Context: an optimization exercise on an open-source flow, tuned for small area and a short achievable clock period. The choices shown serve that exercise and are no tape-out recipe.
The clock port is modelled as an ideal driver; clocking choices that lean on that would not hold on a real chip.
No activity file was given, so power comes from the tool's default toggle rates.

Setup of run A:
==> flow/design.v <==
`timescale 1ns / 1ps
module top_module(
    input clk,
    input rst,
    input [15:0] sw,
    input btnC,
    output reg [6:0] seg,
    output reg [3:0] an,
    output reg bitti,
    output [1:0] p
    );
    reg btnC_prev;
    reg s0, sira, p0, p1;
    reg s1;              
    reg arm;             
    reg [15:0] sayi0, sayi1;
    reg [15:0] m;
    assign p = {p1, p0};
    wire gir = btnC & ~btnC_prev;
    wire cmp = btnC & arm;
    wire [15:0] tah = sw & {16{s1}};
    wire [15:0] sa;
    mux16 smux(.sel(sira), .a(sayi0), .b(sayi1), .y(sa));
    wire [15:0] m_n;
    match_matrix mm(.g(tah), .s(sa), .m(m_n));
    always @(posedge clk) begin
        if (rst) begin
            btnC_prev <= 1'b0;
            s0 <= 1'b0;
            p0 <= 1'b1;
            s1 <= 1'b0;
            sira <= 1'b0;
            p1 <= 1'b1;
            bitti <= 1'b0;
            arm <= 1'b0;
        end else begin
            btnC_prev <= btnC;
            arm <= ~btnC & s0 & ~bitti;
            if (gir) begin
                s0 <= 1'b1;
                if (s0) begin
                    p0 <= 1'b0;
                    s1 <= 1'b1;
                end
                sira <= ~sira;
            end
            if (cmp) begin
                p1 <= ~sira;
                if (m_n[0] & m_n[5] & m_n[10] & m_n[15]) bitti <= 1'b1;
            end
        end
    end
    always @(posedge clk) begin
        if (!s0) sayi0 <= sw;
        if (!s1) sayi1 <= sw;
        if (cmp) m <= m_n;
    end
    wire [3:0] v;
    digit_sel ds(.m(m), .s1(s1), .an(an), .v(v));
    wire [6:0] seg_n;
    hex7 hx(.v(v), .seg(seg_n));
    always @(posedge clk) begin
        if (rst) begin
            an <= 4'b1111;
            seg <= 7'b000_0000;
        end else begin
            an <= {an[2:0], an[3] & ~&an[2:0]};
            seg <= seg_n;
        end
    end
endmodule
module mux16(
    input sel,
    input [15:0] a,
    input [15:0] b,
    output [15:0] y
    );
    assign y = sel ? a : b;
endmodule
module match_matrix(
    input [15:0] g,
    input [15:0] s,
    output [15:0] m
    );
    genvar i, j;
    generate
        for (i = 0; i < 4; i = i + 1) begin : gi
            for (j = 0; j < 4; j = j + 1) begin : gj
                eq4 e(.a(g[4*i +: 4]), .b(s[4*j +: 4]), .y(m[4*i+j]));
            end
        end
    endgenerate
endmodule
module eq4(
    input [3:0] a,
    input [3:0] b,
    output y
    );
    assign y = a == b;
endmodule
module digit_sel(
    input [15:0] m,
    input s1,
    input [3:0] an,
    output reg [3:0] v
    );
    function [1:0] fa(input x, input y, input z);
        fa = {(x & y) | (x & z) | (y & z), x ^ y ^ z};
    endfunction
    wire [1:0] d0 = fa(m[0], m[5], m[10]);
    wire b0 = d0[0] ^ m[15];
    wire e0 = d0[0] & m[15];
    wire [2:0] bull = {d0[1] & e0, d0[1] ^ e0, b0};
    wire [1:0] f0 = fa(m[1], m[2], m[3]);
    wire [1:0] f1 = fa(m[4], m[6], m[7]);
    wire [1:0] f2 = fa(m[8], m[9], m[11]);
    wire [1:0] f3 = fa(m[12], m[13], m[14]);
    wire [1:0] g0 = fa(f0[0], f1[0], f2[0]);
    wire [1:0] g1 = fa(f0[1], f1[1], f2[1]);
    wire c0 = g0[0] ^ f3[0];
    wire k0 = g0[0] & f3[0];
    wire [1:0] g2 = fa(g0[1], g1[0], f3[1]);
    wire c1 = g2[0] ^ k0;
    wire k1 = g2[0] & k0;
    wire [1:0] g3 = fa(g1[1], g2[1], k1);
    wire [3:0] cow = {g3[1], g3[0], c1, c0};
    always @(*)
        if (!an[0]) v = 4'hC;
        else if (!an[1]) v = s1 ? {1'b0, bull} : 4'h0;
        else if (!an[2]) v = 4'hB;
        else v = s1 ? cow : 4'h0;
endmodule
module hex7(
    input [3:0] v,
    output [6:0] seg
    );
    assign seg[0] = (~v[3] & ~v[2] & ~v[1]) | (v[3] & v[2]) | (v[2] & v[1] & v[0]);
    assign seg[1] = (~v[3] & ~v[2] & v[0]) | (~v[3] & ~v[2] & v[1]) | (~v[3] & v[1] & v[0]);
    assign seg[2] = (~v[3] & v[0]) | (~v[1] & v[0]) | (~v[3] & v[2] & ~v[1]);
    assign seg[3] = (v[3] & v[1] & ~v[0]) | (v[2] & v[1] & v[0]) | (~v[3] & v[2] & ~v[1] & ~v[0]) | (~v[3] & ~v[2] & ~v[1] & v[0]);
    assign seg[4] = (v[3] & v[2]) | (~v[3] & ~v[2] & v[1] & ~v[0]);
    assign seg[5] = (v[3] & v[2]) | (v[2] & v[1] & ~v[0]) | (v[3] & v[1] & v[0]) | (v[2] & ~v[1] & v[0]);
    assign seg[6] = (v[3] & v[1] & v[0]) | (~v[3] & v[2] & ~v[1] & ~v[0]) | (~v[3] & ~v[2] & ~v[1] & v[0]);
endmodule
export LEC_CHECK = 0
export ABC_AREA = 0
export CAP_MARGIN = 20
export CORE_MARGIN = 2
export CORE_UTILIZATION = 65
export SLEW_MARGIN = 20
export SYNTH_HIERARCHICAL = 1
create_clock -name core_clock -period 12.5 [get_ports {clk}]
standard.sh (not shown) runs the stock make flow with config.mk's settings and CLKGATE_MAP_FILE= SYNTH_SCRIPT=/design/flow/synth_recipe.tcl, a recipe that flattens the netlist after the stock synthesis.
==> flow/flow/run.sh <==
#!/bin/bash
# ORFS layout with plain buffers on the ports, a small clock tree, and after
# clock tree synthesis a resizing pass (flow/post_cts.tcl) that trades slack
# for area and then sizes the critical paths up to a tighter target; the
# same again after global routing (flow/post_grt.tcl).
set -euo pipefail
here=$(pwd)
bash standard.sh synth > synth.log 2>&1
bash standard.sh \
  "BUFFER_PORTS_ARGS=-buffer_cell sky130_fd_sc_hd__buf_1" \
  "CTS_ARGS=-sink_clustering_enable -repair_clock_nets -dont_use_dummy_load" \
  "POST_CTS_TCL=$here/flow/post_cts.tcl" \
  "POST_GLOBAL_ROUTE_TCL=$here/flow/post_grt.tcl" \
  finish > layout.log 2>&1
==> flow/flow/margin.txt <==
9.1
==> flow/flow/post_cts.tcl <==
set here [file dirname [info script]]
source [file join $here downsize.tcl]
set fp [open [file join $here margin.txt]]
set margin [string trim [read $fp]]
close $fp
estimate_parasitics -placement
puts "post_cts: worst slack before [worst_slack -max]"
puts "post_cts: clock buffers downsized [my_downsize_clock [expr {[worst_slack -max] - 0.02}] 0.100]"
puts "post_cts: clock-pin slew [my_clock_slew]"
estimate_parasitics -placement
repair_timing -setup -setup_margin $margin -skip_last_gasp
set ws [worst_slack -max]
puts "post_cts: worst slack after repair $ws"
puts "post_cts: downsized [my_downsize [expr {min($ws, $margin)}]] cells"
repair_timing -setup -setup_margin $margin -skip_last_gasp
puts "post_cts: worst slack after downsizing [worst_slack -max]"
repair_timing -hold
detailed_placement
check_placement -verbose
estimate_parasitics -placement
puts "post_cts: worst slack final [worst_slack -max] hold [worst_slack -min]"
==> flow/flow/post_grt.tcl <==
# Runs at the end of ORFS's global route step (POST_GLOBAL_ROUTE_TCL): the
# same resizing as post_cts.tcl, now with global-route parasitics, then the
# changed nets are routed again.
set here [file dirname [info script]]
source [file join $here downsize.tcl]
set fp [open [file join $here margin.txt]]
set margin [string trim [read $fp]]
close $fp
set_propagated_clock [all_clocks]
estimate_parasitics -global_routing
puts "post_grt: worst slack before [worst_slack -max]"
global_route -start_incremental
repair_timing -setup -setup_margin $margin -skip_last_gasp
set ws [worst_slack -max]
puts "post_grt: worst slack after repair $ws"
puts "post_grt: downsized [my_downsize [expr {min($ws, $margin)}]] cells"
repair_timing -setup -setup_margin $margin -skip_last_gasp
repair_timing -hold
detailed_placement
global_route -end_incremental
check_placement -verbose
estimate_parasitics -global_routing
puts "post_grt: worst slack final [worst_slack -max] hold [worst_slack -min]"
Other scripts of this flow, unchanged in this note and not shown: flow/flow/downsize.tcl
#### Input delta (run B over run A)
==> flow/flow/run.sh <==
#!/bin/bash
# ORFS layout with plain buffers on the ports, a small clock tree, and after
# clock tree synthesis a resizing pass (flow/post_cts.tcl) that trades slack
# for area and then sizes the critical paths up to a tighter target.
set -euo pipefail
here=$(pwd)
bash standard.sh synth > synth.log 2>&1
bash standard.sh \
  "BUFFER_PORTS_ARGS=-buffer_cell sky130_fd_sc_hd__buf_1" \
  "CTS_ARGS=-sink_clustering_enable -repair_clock_nets -dont_use_dummy_load" \
  "POST_CTS_TCL=$here/flow/post_cts.tcl" \
  finish > layout.log 2>&1
removed: flow/flow/post_grt.tcl
Findings:
Between run A and run B, the clock power does not differ in any meaningful way.
The relative slew slack of run B was inferior to that of run A.
On worst setup slack, run A loses to run B.
Run A → run B: worst hold slack closely matched the old numbers, share of total power in sequential cells closely matched the old numbers.
Input changes introduced in run C (baseline for comparison: run B):
# run B
export LEC_CHECK = 0
export ABC_AREA = 0
export CAP_MARGIN = 20
export CORE_MARGIN = 2
export CORE_UTILIZATION = 65
export SLEW_MARGIN = 20
export SYNTH_HIERARCHICAL = 1
create_clock -name core_clock -period 12.5 [get_ports {clk}]
# run C
export LEC_CHECK = 0
export ABC_AREA = 0
export CAP_MARGIN = 20
export CORE_MARGIN = 2
export CORE_UTILIZATION = 75
export SLEW_MARGIN = 20
export SYNTH_HIERARCHICAL = 1
create_clock -name core_clock -period 12.5 [get_ports {clk}]
==> flow/flow/margin.txt <==
9.05
-- flow/flow/post_cts.tcl --
<<< run B, line 6
estimate_parasitics -placement
puts "post_cts: worst slack before [worst_slack -max]"
puts "post_cts: clock buffers downsized [my_downsize_clock [expr {[worst_slack -max] - 0.02}] 0.100]"
puts "post_cts: clock-pin slew [my_clock_slew]"
estimate_parasitics -placement
repair_timing -setup -setup_margin $margin -skip_last_gasp
set ws [worst_slack -max]
>>> run C, line 6
estimate_parasitics -placement
puts "post_cts: worst slack before [worst_slack -max]"
repair_timing -setup -setup_margin $margin -skip_last_gasp
set ws [worst_slack -max]
### Flow results
Run B has a higher stage delay of the slowest cell on the critical path than run C.
For the cell area, run C came in 25 sq um lower than run B did.
Setup slack of the critical path after layout in run C vs run B: up 0.038 ns
Site row count: run C < run B
As far as post-synthesis instance total goes, run B and run C are indistinguishable; the numbers are identical.
Per the comparison of run C with run B, multi-input gate area in the final layout up about 1%, routed wire length went down about 0.8%, hold slack went up by 0.0067 ns.
Every stage of the flow completed for run C, and the final layout passed the timing, DRC and antenna checks.
Fraction of the cycle the final worst path needs: run C vs run B down 0.30 points
Combined global-route utilization of all metal layers, run C and run B: larger value in run C
Edits applied to the flow inputs when going from run C to run D:
# run C
export LEC_CHECK = 0
export ABC_AREA = 0
export CAP_MARGIN = 20
export CORE_MARGIN = 2
export CORE_UTILIZATION = 75
export SLEW_MARGIN = 20
export SYNTH_HIERARCHICAL = 1
create_clock -name core_clock -period 12.5 [get_ports {clk}]
# run D
export LEC_CHECK = 0
export ABC_AREA = 0
export CAP_MARGIN = 20
export CORE_MARGIN = 2
export CORE_UTILIZATION = 65
export SLEW_MARGIN = 20
export SYNTH_HIERARCHICAL = 1
create_clock -name core_clock -period 12.5 [get_ports {clk}]
## What came out
Changes observed in run D relative to run C: sequential share of layout area shows no meaningful change; cell count shows an increase of about 1.3%; switching power share of the total shows an increase of 0.27 points; number of filler cells placed in the layout shows an increase of about 40%.
Sort run C and run D by wire length after detailed routing desc -> top: run D
The critical path depth number comes out lower for run D vs run C.
No functional check of the RTL was part of any run of this note.

separate check: timing with driven ports:
Ports are ideal in the flow. The routed layouts listed here were re-timed in OpenROAD.
Step 1 assumes that a clkbuf_16 drives the clock port and a buf_2 every other input.
Step 2, shift: input delay + t, output delay - t, t = (earliest + latest rising clock arrival at the registers) / 2. This alone moves slack from input paths to output paths.
a / b / c = ideal / step 1 / step 2; a / b = the first two.
run	shift t [ns]	setup WS [ns]	slew at the worst register clock pin (ns)	worst data-port slew with drivers (ns)
run A	0.474	8.905 / 8.908 / 8.438	0.09 / 0.09	0.03
run B	0.471	8.929 / 8.929 / 8.612	0.09 / 0.09	0.03
run C	0.351	8.966 / 8.959 / 8.609	0.07 / 0.07	0.04
run D	0.361	8.967 / 8.971 / 8.618	0.08 / 0.08	0.03
After both steps every run listed still meets setup and hold. The setup slack of run A, which loses most, moves by +0.003 ns with the drivers and by -0.467 ns with both steps.
